Background: an optimization exercise with open tools, aiming at small area, a short achievable clock period and few clock cycles. Do not read the settings as production practice.
Function was checked by simulation only, so behaviour that the tests miss may differ from the original.
No activity file was given, so power comes from the tool's default toggle rates.

## mips32
module mips32(
  input clk,
  input rst,
  output [9:0] imem_addr,
  input [31:0] imem_rdata,
  output [9:0] dmem_addr,
  output [31:0] dmem_wdata,
  output dmem_we,
  output dmem_re,
  input [31:0] dmem_rdata,
  output halted
);
  localparam NB = 4;       
  reg [9:0] fpc;           
  reg v_q, pred_q;         
  reg [9:0] pc_q;
  reg v_id, pred_id;       
  reg [9:0] pc_id;
  reg [31:0] ir;
  reg [31:1] sa, sb;       
  reg stop;                
  reg halt_r;
  reg [NB-1:0] bt_v;
  reg [9:0] bt_pc [0:NB-1];
  reg [9:0] bt_tg [0:NB-1];
  reg [1:0] bt_ptr;
  reg v_ex, ld_ex, st_ex, br_ex, bnez_ex, wr_ex, pred_ex;
  reg f_arith, f_cin, f_slt, f_xor, f_and, f_or;
  reg [4:0] rd_ex;
  reg [31:0] Ax, Bx;
  reg [9:0] Tx;            
  reg [9:0] pc_ex;
  reg ld_mem, wr_mem, we_mem, re_mem;
  reg [4:0] rd_mem;
  reg [31:0] alu_mem, d_mem;
  reg [9:0] addr_mem;
  reg ld_wb, wr_wb;
  reg [4:0] rd_wb;
  reg [31:0] alu_wb;
  reg [31:0] rf [1:31];
  wire [31:0] w_data = ld_wb ? dmem_rdata : alu_wb;
  ...
Settings: LEC_CHECK=0, CAP_MARGIN=20, CORE_MARGIN=2, CORE_UTILIZATION=40, CTS_CLUSTER_DIAMETER=100, CTS_CLUSTER_SIZE=20, SETUP_SLACK_MARGIN=5, SLEW_MARGIN=20; clock period 8.0 ns.
run.sh (not shown) runs the stock make flow with config.mk's settings and CLKGATE_MAP_FILE= SYNTH_SCRIPT=/design/flow/synth_recipe.tcl, a recipe that flattens the netlist after the stock synthesis.
The first run completed with no timing, DRC or antenna violations.
Testbench counts at the start, summed over its fixed seeds: cycles 271,754.
Edit:
==> flow/flow/run.sh (new file) <==
#!/bin/bash
# Layout flow: the standard flow's own layout (standard.sh, with the standard synthesis
# unchanged), run with plain buffers rather than delay cells on the ports
# and a deeper setup margin for the timing repair steps.
set -euo pipefail
export BUFFER_PORTS_ARGS="-buffer_cell sky130_fd_sc_hd__buf_4"
export SETUP_SLACK_MARGIN=5.3
bash standard.sh > standard.log 2>&1
==> flow/standard.sh (new file) <==
#!/bin/bash
# synth_recipe.tcl (not shown) runs the flow's synth.tcl, then flattens the netlist and writes it again
# the make line also repeats each setting of config.mk as NAME=value (left out here)
make -C /OpenROAD-flow-scripts/flow DESIGN_CONFIG=/design/flow/config.mk WORK_HOME=/design/flow/orfs CLKGATE_MAP_FILE= SYNTH_SCRIPT=/design/flow/synth_recipe.tcl "${@:-finish}"
Settings changed: SETUP_SLACK_MARGIN 5 to default.
removed: flow/run.sh
- The new run ran to the end with no violations
- critical path depth is higher by 2
- global-route usage came out higher by 0.75 points
- total power went up by 2.6%
- via count rises by about 3.2%
- synthesized area is unchanged
Edit:
==> flow/flow/run.sh (replaced) <==
#!/bin/bash
# Layout flow: the standard flow's own layout (standard.sh, with the standard synthesis
# unchanged), run with plain buffers rather than delay cells on the ports
# and a deeper setup margin for the timing repair steps. After the
# floorplan, gates of drive strength 0 are replaced by their drive 1
# versions (same function and, mostly, the same area), which hold up
# better once the wires are routed.
set -euo pipefail
export BUFFER_PORTS_ARGS="-buffer_cell sky130_fd_sc_hd__buf_4"
export SETUP_SLACK_MARGIN=5.5
RES=orfs/results/sky130hd/mips32/base
bash standard.sh synth > standard_synth.log 2>&1
bash standard.sh "$PWD/$RES/2_1_floorplan.odb" > standard_floorplan.log 2>&1
ODB="$PWD/$RES/2_1_floorplan.odb" openroad -no_splash -exit flow/swap0.tcl > swap0.log 2>&1
bash standard.sh > standard.log 2>&1
==> flow/flow/swap0.tcl (new file) <==
read_liberty /OpenROAD-flow-scripts/flow/platforms/sky130hd/lib/sky130_fd_sc_hd__tt_025C_1v80.lib
read_db $::env(ODB)
set n 0
foreach inst [[ord::get_db_block] getInsts] {
  set m [[$inst getMaster] getName]
  if {[regexp {^(sky130_fd_sc_hd__[a-z0-9]+)_0$} $m -> base]} {
    replace_cell [$inst getName] ${base}_1
    incr n
  }
}
puts "swapped $n cells from drive 0 to drive 1"
write_db $::env(ODB)
Outcome: Utilization climbs by 1.1 points; clock-buffer cell count climbs by 2; clock skew drops by 5.3 ps.
Edit:
--- a/flow/flow/run.sh
+++ b/flow/flow/run.sh
@@ -8,5 +8,5 @@
 set -euo pipefail
 export BUFFER_PORTS_ARGS="-buffer_cell sky130_fd_sc_hd__buf_4"
-export SETUP_SLACK_MARGIN=5.5
+export SETUP_SLACK_MARGIN=5.3
 RES=orfs/results/sky130hd/mips32/base
 bash standard.sh synth > standard_synth.log 2>&1
=> The new run finished clean. Register-to-register slack gets better by 20 ps. Setup slack gets better by 20 ps. Total power falls by 0.65%. Cell area falls by 2.5%. Global-route usage falls by 0.20 points. Fmax rises by 0.67%. Via count falls by 1.6%. Worst hold slack gets better by 23 ps. Clock power barely changes.
Edit:
--- a/flow/flow/run.sh
+++ b/flow/flow/run.sh
@@ -8,5 +8,5 @@
 set -euo pipefail
 export BUFFER_PORTS_ARGS="-buffer_cell sky130_fd_sc_hd__buf_4"
-export SETUP_SLACK_MARGIN=5.3
+export SETUP_SLACK_MARGIN=5.0
 RES=orfs/results/sky130hd/mips32/base
 bash standard.sh synth > standard_synth.log 2>&1
Final area falls by 3.0%.
Power is lower by 2.7%.
Final cell count went down by 1.3%.
Routed wire length is lower by 2.5%.
Via count goes down by 1.5%.
Utilization went down by 1.4 points.
Worst setup slack got worse by 160 ps.

---

The RTL this note starts from:
==> flow/design.v <==
module mips32(
  input clk,
  input rst,
  output [9:0] imem_addr,
  input [31:0] imem_rdata,
  output [9:0] dmem_addr,
  output [31:0] dmem_wdata,
  output dmem_we,
  output dmem_re,
  input [31:0] dmem_rdata,
  output halted
);
  localparam NB = 4;       
  reg [9:0] fpc;           
  reg v_q, pred_q;         
  reg [9:0] pc_q;
  reg v_sk, pred_sk;       
  reg [9:0] pc_sk;
  reg [31:0] sk;
  reg v_id, pred_id;       
  reg [9:0] pc_id;
  reg [31:0] ir;
  reg [31:1] sa, sb;       
  reg stop;                
  reg halt_r;
  reg [NB-1:0] bt_v;
  reg [9:0] bt_pc [0:NB-1];
  reg [9:0] bt_tg [0:NB-1];
  reg [1:0] bt_ptr;
  reg v_ex, ld_ex, st_ex, br_ex, bnez_ex, wr_ex, pred_ex;
  reg f_arith, f_cin, f_slt, f_xor, f_and, f_or;
  reg [4:0] rd_ex;
  reg [31:0] Ax, Bx;
  reg [9:0] Tx;            
  reg [9:0] pc_ex;
  reg ld_mem, wr_mem, we_mem, re_mem;
  reg [4:0] rd_mem;
  reg [31:0] alu_mem, d_mem;
  reg [9:0] addr_mem;
  reg ld_wb, wr_wb;
  reg [4:0] rd_wb;
  reg [31:0] alu_wb;
  reg [31:0] rf [1:31];
  wire [31:0] w_data = ld_wb ? dmem_rdata : alu_wb;
  wire [31:0] opa = Ax;
  wire [31:0] opb = Bx;
  wire [33:0] sum2 = {1'b0, opa, 1'b1} + {1'b0, opb, f_cin};   
  wire [32:0] sum = sum2[33:1];
  wire [31:0] alux = ({32{f_arith}} & sum[31:0])
                   | ({32{f_slt}} & {31'd0, sum[32]})
                   | ({32{f_xor}} & (opa ^ opb))
                   | ({32{f_and}} & (opa & opb))
                   | ({32{f_or}}  & (opa | opb));
  wire taken = bnez_ex ^ (opa == 32'd0);
  wire misp = v_ex & br_ex & (taken ^ pred_ex);
  wire [9:0] fix_pc = taken ? Tx : pc_ex + 10'd1;
  wire bt_alloc = v_ex & br_ex & taken & ~pred_ex;
  wire [5:0] op  = ir[31:26];
  wire [4:0] rd  = ir[25:21];
  wire [4:0] rs1 = ir[20:16];
  wire [4:0] rs2 = ir[15:11];
  wire [4:0] rsb = op[5] ? rd : rs2;       
  wire is_alu = ~op[5] & (op[3:0] <= 4'd5);
  wire is_ld  = (op == 6'b110000);
  wire is_st  = (op == 6'b110001);
  wire is_br  = (op[5:1] == 5'b11010);
  wire is_hlt = (op == 6'b111111);
  wire is_imm = ~op[5] & op[4];
  wire use_a  = is_alu | is_ld | is_st | is_br;
  wire use_b  = (is_alu & ~op[4]) | is_st;
  reg ex_a, ex_b, mem_a, mem_b, wb_a, wb_b, hz;
  wire stall = v_id & ~stop & hz;
  wire live = v_id & ~stop & ~misp;
  reg [31:0] ra, rb;
  integer k;
  always @(*) begin
    ra = 32'd0;
    rb = 32'd0;
    for (k = 1; k < 32; k = k + 1) begin
      ra = ra | ({32{sa[k]}} & rf[k]);
      rb = rb | ({32{sb[k]}} & rf[k]);
    end
  end
  wire is_inv = ~op[5] & ((op[3:0] == 4'd1) | (op[3:0] == 4'd5));    
  wire [31:0] simm = {{16{ir[15]}}, ir[15:0]};
  wire [9:0] target = pc_id + 10'd1 + ir[9:0];
  reg bt_hit;
  reg [9:0] bt_next;
  always @(*) begin
    bt_hit = 1'b0;
    bt_next = fpc + 10'd1;
    for (k = 0; k < NB; k = k + 1)
      if (bt_v[k] & (bt_pc[k] == fpc)) begin
        bt_hit = 1'b1;
        bt_next = bt_tg[k];
      end
  end
  wire drop = stall & v_sk & v_q;
  wire [31:0] ir_in = v_sk ? sk : imem_rdata;
  wire [4:0] rs1_in = ir_in[20:16];
  wire [4:0] rsb_in = ir_in[31] ? ir_in[25:21] : ir_in[15:11];
  reg [31:1] sa_in, sb_in;
  always @(*)
    for (k = 1; k < 32; k = k + 1) begin
      sa_in[k] = (rs1_in == k);
      sb_in[k] = (rsb_in == k);
    end
  wire [5:0] op_in = ir_in[31:26];
  wire alu_in = ~op_in[5] & (op_in[3:0] <= 4'd5);
  wire use_a_in = alu_in | (op_in == 6'b110000) | (op_in == 6'b110001) | (op_in[5:1] == 5'b11010);
  wire use_b_in = (alu_in & ~op_in[4]) | (op_in == 6'b110001);
  wire [4:0] rs1_n = stall ? rs1 : rs1_in;
  wire [4:0] rsb_n = stall ? rsb : rsb_in;
  wire use_a_n = stall ? use_a : use_a_in;
  wire use_b_n = stall ? use_b : use_b_in;
  wire issue = v_id & ~stop & ~stall;      
  wire wr_id = (is_alu | is_ld) & (rd != 5'd0);
  wire ex_a_n  = issue & wr_id & (rd == rs1_in);
  wire ex_b_n  = issue & wr_id & (rd == rsb_in);
  wire mem_a_n = v_ex & wr_ex & (rd_ex == rs1_n);
  wire mem_b_n = v_ex & wr_ex & (rd_ex == rsb_n);
  wire wb_a_n  = wr_mem & (rd_mem == rs1_n);
  wire wb_b_n  = wr_mem & (rd_mem == rsb_n);
  wire hz_n = (is_ld & ((use_a_in & ex_a_n) | (use_b_in & ex_b_n))) |
              (ld_ex & ((use_a_n & mem_a_n) | (use_b_n & mem_b_n)));
  assign imem_addr = fpc;
  always @(posedge clk) begin
    if (rst) begin
      fpc <= 10'd0;
      v_q <= 1'b0;
      v_sk <= 1'b0;
      v_id <= 1'b0;
      stop <= 1'b0;
      halt_r <= 1'b0;
      v_ex <= 1'b0;
      wr_mem <= 1'b0;
      we_mem <= 1'b0;
      re_mem <= 1'b0;
      wr_wb <= 1'b0;
      bt_v <= {NB{1'b0}};
      bt_ptr <= 2'd0;
    end
    else begin
      fpc <= misp ? fix_pc : drop ? pc_q : bt_next;
      v_q <= ~misp & ~drop;
      if (misp) begin
        v_sk <= 1'b0;
        v_id <= 1'b0;
      end
      else if (stall) begin
        if (~v_sk) v_sk <= v_q;
      end
      else begin
        v_sk <= v_sk & v_q;
        v_id <= v_sk | v_q;
      end
      if (live & ~stall & is_hlt) stop <= 1'b1;
      halt_r <= stop;
      v_ex <= live & ~stall & use_a;
      wr_mem <= v_ex & wr_ex;
      we_mem <= v_ex & st_ex;
      re_mem <= v_ex & ld_ex;
      wr_wb <= wr_mem;
      if (bt_alloc) begin
        bt_v[bt_ptr] <= 1'b1;
        bt_ptr <= bt_ptr + 2'd1;
      end
    end
    ex_a <= ex_a_n;
    ex_b <= ex_b_n;
    mem_a <= mem_a_n;
    mem_b <= mem_b_n;
    wb_a <= wb_a_n;
    wb_b <= wb_b_n;
    hz <= hz_n;
    pc_q <= fpc;
    pred_q <= bt_hit;
    if (~stall | ~v_sk) begin
      sk <= imem_rdata;
      pc_sk <= pc_q;
      pred_sk <= pred_q;
    end
    if (~stall) begin
      ir <= ir_in;
      sa <= sa_in;
      sb <= sb_in;
      pc_id <= v_sk ? pc_sk : pc_q;
      pred_id <= v_sk ? pred_sk : pred_q;
    end
    if (bt_alloc) begin
      bt_pc[bt_ptr] <= pc_ex;
      bt_tg[bt_ptr] <= Tx;
    end
    ld_ex <= is_ld;
    st_ex <= is_st;
    br_ex <= is_br;
    bnez_ex <= op[0];
    pred_ex <= pred_id;
    pc_ex <= pc_id;
    wr_ex <= wr_id;
    rd_ex <= rd;
    f_arith <= ~op[5] & ((op[3:0] == 4'd0) | (op[3:0] == 4'd1));
    f_cin <= ~op[5] & (op[3:0] == 4'd1);
    f_xor <= ~op[5] & (op[3:0] == 4'd2);
    f_and <= ~op[5] & (op[3:0] == 4'd3);
    f_or  <= ~op[5] & (op[3:0] == 4'd4);
    f_slt <= ~op[5] & (op[3:0] == 4'd5);
    Ax <= ex_a ? alux : mem_a ? alu_mem : wb_a ? w_data : ra;
    Bx <= {32{is_inv}} ^ (is_imm ? simm : ex_b ? alux : mem_b ? alu_mem : wb_b ? w_data : rb);
    Tx <= is_br ? target : ir[9:0];
    ld_mem <= ld_ex;
    rd_mem <= rd_ex;
    alu_mem <= alux;
    d_mem <= opb;
    addr_mem <= opa[9:0] + Tx;
    ld_wb <= ld_mem;
    rd_wb <= rd_mem;
    alu_wb <= alu_mem;
    if (wr_wb) rf[rd_wb] <= w_data;
  end
  assign dmem_addr  = addr_mem;
  assign dmem_wdata = d_mem;
  assign dmem_we    = we_mem;
  assign dmem_re    = re_mem;
  assign halted     = halt_r;
endmodule
==> flow/config.mk <==
export PLATFORM = sky130hd
export DESIGN_NAME = mips32
export DESIGN_NICKNAME = mips32
export VERILOG_FILES = /design/flow/design.v
export SDC_FILE = /design/flow/constraint.sdc
export NUM_CORES = 8
export LEC_CHECK = 0
export CAP_MARGIN = 20
export CORE_MARGIN = 2
export CORE_UTILIZATION = 40
export CTS_CLUSTER_DIAMETER = 100
export CTS_CLUSTER_SIZE = 20
export SETUP_SLACK_MARGIN = 5
export SLEW_MARGIN = 20
==> flow/constraint.sdc <==
create_clock -name core_clock -period 8.0 [get_ports {clk}]
set_input_delay 1.6000 -clock core_clock [delete_from_list [all_inputs] [get_ports {clk}]]
set_output_delay 1.6000 -clock core_clock [all_outputs]
set_load 0.01 [all_outputs]
Stock flow here: none of the scripts above is used.
Testbench counts at the start, summed over its fixed seeds: cycles 269,706.
Next try:
--- a/flow/config.mk
+++ b/flow/config.mk
@@ -10,4 +10,3 @@
 export CORE_UTILIZATION = 40
-export CTS_CLUSTER_DIAMETER = 100
-export CTS_CLUSTER_SIZE = 20
+export PLACE_DENSITY = 0.5
 export SETUP_SLACK_MARGIN = 5
Effect: Flip-flop and latch count is unchanged. Setup slack degrades by 0.012 ns. Synthesized area stays the same. Utilization rose by 2.4 points. Final area rose by 5.2%. Via count rose by 1.2%.
Next try:
--- a/flow/config.mk
+++ b/flow/config.mk
@@ -10,3 +10,2 @@
 export CORE_UTILIZATION = 40
-export PLACE_DENSITY = 0.5
 export SETUP_SLACK_MARGIN = 5
Clock power goes down by 6.8%.
Non-clock buffer count goes down by 39.
Sequential power barely changes.
Routed wire length goes down by 6.7%.
Critical path depth goes up by 5.

## static timing again, ports no longer ideal
The results above use ideal ports. As a check the final layouts listed here were re-extracted and re-timed, cells and wires unchanged.
Step 1, drivers: a clkbuf_16 drives clk and a buf_2 each remaining input, both assumed.
Step 2 also shifts input and output timing later by t, the mid clock arrival at the registers, as if the neighbouring blocks saw the same clock.
Slacks: ideal ports / drivers / drivers and shift; pairs: ideal ports / drivers.
run	t, ns	setup slack, ns	hold WS [ns]	worst register clock-pin slew, ns
the first run of note 1	0.810	4.835 / 4.835 / 4.281	0.348 / 0.348 / 0.348	0.10 / 0.10
the second run of note 1	0.811	5.013 / 4.988 / 4.508	0.333 / 0.333 / 0.333	0.09 / 0.09
the third run of note 1	0.813	5.017 / 4.990 / 4.503	0.314 / 0.314 / 0.314	0.10 / 0.10
the fourth run of note 1	0.835	5.037 / 4.964 / 4.454	0.337 / 0.337 / 0.337	0.11 / 0.11
the fifth run of note 1	0.810	4.875 / 4.875 / 4.422	0.350 / 0.350 / 0.350	0.10 / 0.10
the first run of note 2	0.823	4.864 / 4.864 / 4.216	0.336 / 0.336 / 0.336	0.10 / 0.10
the second run of note 2	0.889	4.852 / 4.905 / 4.016	0.329 / 0.329 / 0.329	0.07 / 0.07
the third run of note 2	0.901	4.906 / 4.906 / 4.184	0.326 / 0.326 / 0.326	0.07 / 0.07
After both steps every run listed still meets setup and hold. The setup slack of the second run of note 2, which loses most, moves by +0.053 ns with the drivers and by -0.836 ns with both steps.
